From an optimization exercise on the open Yosys and OpenROAD flow, aimed at a short achievable clock period and few clock cycles; shortcuts taken in it are not production practice.
RTL that was checked went through simulation tests only; none was proved equivalent to the original.
No activity file was given, so power comes from the tool's default toggle rates.

==> module RegisterModule, before the edit <==
module RegisterModule (
	input [31*64-1:0] regs,
	input [4:0] sel,
	output [63:0] q
);
	wire [31:0] line;
	RegisterMux dec (.sel(sel), .line(line));
	genvar i, j;
	generate
		for (j = 0; j < 64; j = j + 1) begin : b
			wire [31:0] n;       
			for (i = 0; i < 31; i = i + 1) begin : r
				AndI c (line[i], regs[i*64 + j], n[i]);
			end
			assign n[31] = 1'b1;
			wire [7:0] o;        
			for (i = 0; i < 8; i = i + 1) begin : g4
				Nand4 c (n[4*i], n[4*i+1], n[4*i+2], n[4*i+3], o[i]);
			end
			wire [3:0] p;        
			for (i = 0; i < 4; i = i + 1) begin : g8
				Nor2 c (o[2*i], o[2*i+1], p[i]);
			end
			Nand4 out (p[0], p[1], p[2], p[3], q[j]);
		end
	endgenerate
endmodule
clock: 8.0 ns
lec_check: 0
cap_margin: 20
core_margin: 2
core_utilization: 30
gpl_timing_driven: 1
setup_slack_margin: 5
slew_margin: 20
synth_hierarchical: 1
standard.sh (not shown) runs the stock make flow with config.mk's settings and CLKGATE_MAP_FILE= SYNTH_SCRIPT=/design/flow/synth_recipe.tcl, a recipe that flattens the netlist after the stock synthesis.
==> flow/flow/run.sh <==
#!/bin/bash
# Layout flow: the standard synthesis, unchanged, then the standard ORFS
# steps with two settings changed:
#  - ports are buffered with a plain buffer (by default the port buffering
#    picks a delay cell, which the footprint-bound sizing then mostly keeps);
#  - the resizer may swap a cell for one of the same function with another
#    footprint.
# Each step's output is kept in a log of its own here.
set -euo pipefail
bash standard.sh synth > synth.log 2>&1
bash standard.sh "BUFFER_PORTS_ARGS=-buffer_cell sky130_fd_sc_hd__buf_6" MATCH_CELL_FOOTPRINT=0 finish > layout.log 2>&1
The first run finished but fails on antenna rules.
==> next run, changes <==
--- a/flow/design.v
+++ b/flow/design.v
@@ -286,6 +286,7 @@
 	output [63:0] q
 );
-	wire [31:0] line;
-	RegisterMux dec (.sel(sel), .line(line));
+	wire [31:0] line_lo, line_hi;
+	RegisterMux dec_lo (.sel(sel), .line(line_lo));
+	RegisterMux dec_hi (.sel(sel), .line(line_hi));
 	genvar i, j;
 	generate
@@ -293,5 +294,5 @@
 			wire [31:0] n;       
 			for (i = 0; i < 31; i = i + 1) begin : r
-				AndI c (line[i], regs[i*64 + j], n[i]);
+				AndI c (j < 32 ? line_lo[i] : line_hi[i], regs[i*64 + j], n[i]);
 			end
 			assign n[31] = 1'b1;
- The new run completed without violations
- utilization went up by 0.20 points
- flip-flop and latch count does not change
- synthesized area went up by 0.31%
- clock power stays flat
- clock-buffer cell count went down by 10
- die area went up by 0.31%
- routed wire length went down by about 4.5%
- fmax went down by about 2.6%
- setup slack got worse by 84 ps
- first-iteration DRC count went down by about 8%
- sequential power hardly moves
- cell count went up by 0.72%
- global-route usage went down by 1.3 points
No functional check of the RTL was part of any run of this note.

---

Another version of the RTL of ARMLEG (not shown whole).
Size in the first run: roughly 14000 cells after synthesis.
==> module ControlUnit, before the edit <==
module ControlUnit (
	input [31:0] inst,
	input [9:0] pc,
	input dwr,              
	input [4:0] d_rd,
	input d_zok,            
	input x_wr,
	input [4:0] x_rd,
	input w_wr,
	input [4:0] w_rd,
	input w_z,
	input [30:0] zf,
	output t0,
	output ta,
	output tb,
	output stall,
	output cbz_d,           
	output [9:0] q_t,
	output [9:0] q_nt,
	output [9:0] tgt_cbz
);
	wire isB = inst[31:26] == 6'b000101;
	wire isCBZ = inst[31:24] == 8'hB4;
	wire isLDST = (inst[31:23] == 9'b111110000) & ~inst[21];    
	wire [4:0] rn = inst[9:5];
	wire [4:0] rt = inst[4:0];
	wire rt31 = rt == 5'd31;
	wire xt = dwr & (d_rd == rt);
	wire wt = x_wr & (x_rd == rt);
	wire w2t = w_wr & (w_rd == rt);
	wire zrf = rt31 | zf[rt];
	wire e = rt31 | (~xt & ~wt & (w2t ? w_z : zrf));
	assign t0 = isB | (isCBZ & e);
	assign ta = isCBZ & xt & d_zok;
	assign tb = isCBZ & ~xt & wt;
	assign cbz_d = isCBZ & ~rt31 & xt & ~d_zok;
	assign stall = isLDST & dwr & (d_rd == rn);
	wire [9:0] tgtB, tgtC;
	ProgramCounter add_b (.a(pc), .b(inst[9:0]), .sum(tgtB));
	ProgramCounter add_c (.a(pc), .b(inst[14:5]), .sum(tgtC));
	wire [9:0] seq = pc + 10'd1;
	assign tgt_cbz = tgtC;
	assign q_t = stall ? pc : isB ? tgtB : tgtC;
	assign q_nt = stall ? pc : seq;
endmodule
Settings: LEC_CHECK=0, CAP_MARGIN=20, CORE_MARGIN=2, CORE_UTILIZATION=30, GPL_TIMING_DRIVEN=1, SETUP_SLACK_MARGIN=5, SLEW_MARGIN=20, SYNTH_HIERARCHICAL=1; clock period 8.0 ns.
Scripts as last shown in full above: flow/flow/run.sh
Testbench counts at the start, summed over its fixed seeds: cycles 121,605.
Change:
--- a/flow/design.v
+++ b/flow/design.v
@@ -132,18 +132,23 @@
 	wire isLDST = (inst[31:23] == 9'b111110000) & ~inst[21];    
 	wire [4:0] rn = inst[9:5];
 	wire [4:0] rt = inst[4:0];
 	wire rt31 = rt == 5'd31;
-	wire xt = dwr & (d_rd == rt);
-	wire wt = x_wr & (x_rd == rt);
-	wire w2t = w_wr & (w_rd == rt);
+	wire eq_dt, eq_xt, eq_wt, eq_dn;
+	HazardDetectionUnit c_dt (.a(d_rd), .b(rt), .eq(eq_dt));
+	HazardDetectionUnit c_xt (.a(x_rd), .b(rt), .eq(eq_xt));
+	HazardDetectionUnit c_wt (.a(w_rd), .b(rt), .eq(eq_wt));
+	HazardDetectionUnit c_dn (.a(d_rd), .b(rn), .eq(eq_dn));
+	wire xt = dwr & eq_dt;
+	wire wt = x_wr & eq_xt;
+	wire w2t = w_wr & eq_wt;
 	wire zrf = rt31 | zf[rt];
 	wire e = rt31 | (~xt & ~wt & (w2t ? w_z : zrf));
 	assign t0 = isB | (isCBZ & e);
 	assign ta = isCBZ & xt & d_zok;
 	assign tb = isCBZ & ~xt & wt;
 	assign cbz_d = isCBZ & ~rt31 & xt & ~d_zok;
-	assign stall = isLDST & dwr & (d_rd == rn);
+	assign stall = isLDST & dwr & eq_dn;
 	wire [9:0] tgtB, tgtC;
 	ProgramCounter add_b (.a(pc), .b(inst[9:0]), .sum(tgtB));
 	ProgramCounter add_c (.a(pc), .b(inst[14:5]), .sum(tgtC));
 	wire [9:0] seq = pc + 10'd1;
@@ -218,8 +223,25 @@
 			Nand3 o (en, m0, m1, y[i]);
 		end
 	endgenerate
 endmodule
+module HazardDetectionUnit (
+	input [4:0] a,
+	input [4:0] b,
+	output eq
+);
+	wire [4:0] x;
+	genvar i;
+	generate
+		for (i = 0; i < 5; i = i + 1) begin : bt
+			Xnor2 c (a[i], b[i], x[i]);
+		end
+	endgenerate
+	wire n0, n1;
+	Nand3 c0 (x[0], x[1], x[2], n0);
+	AndI c1 (x[3], x[4], n1);
+	Nor2 c2 (n0, n1, eq);
+endmodule
 module IFID (
 	input CLOCK,
 	input [9:0] d,
 	output reg [9:0] q
@@ -339,8 +361,11 @@
 endmodule
 module And4 (input a, input b, input c, input d, output y);
 	assign y = a & b & c & d;
 endmodule
+module Nor2 (input a, input b, output y);
+	assign y = ~(a | b);
+endmodule
 module SignExtend (
 	input [63:0] v,
 	output nz
 );
=> Setup slack is worse by 0.019 ns; sequential power hardly moves; hold slack gets worse by 0.033 ns; global-route usage falls by 0.20 points; die area barely changes; synthesized area barely changes; clock-buffer cell count went up by 21; total power stays flat; via count goes up slightly.
Testbench counts after the change, summed over its fixed seeds: cycles 121,605.

## what the ideal ports hide
The flow's constraints put no driver on any port. The routed layouts listed below were extracted and timed again, unchanged, in two steps.
Step 1: set_driving_cell puts a clkbuf_16 on CLOCK and a buf_2 on each other input, an assumption about the parent block.
Step 2 times the ports against the registers' clock, not the clock port: input delays grow and output delays shrink by t, the midpoint of the rising clock arrivals with the driver on.
Slacks: no drivers / after step 1 / after step 2; pairs: no drivers / after step 1.
run | t (ns) | setup slack, ns | clock arrival spread, ns
the first run of note 1 | 1.054 | 4.857 / 4.739 / 3.883 | 0.057 / 0.057
the second run of note 1 | 1.016 | 4.773 / 4.660 / 3.827 | 0.087 / 0.087
the first run of note 2 | 1.066 | 4.894 / 4.778 / 3.825 | 0.113 / 0.113
the second run of note 2 | 1.056 | 4.876 / 4.674 / 3.618 | 0.066 / 0.066
For the second run of note 2, which loses most, drivers alone change the setup slack by -0.202 ns; drivers and shift together by -1.258 ns.
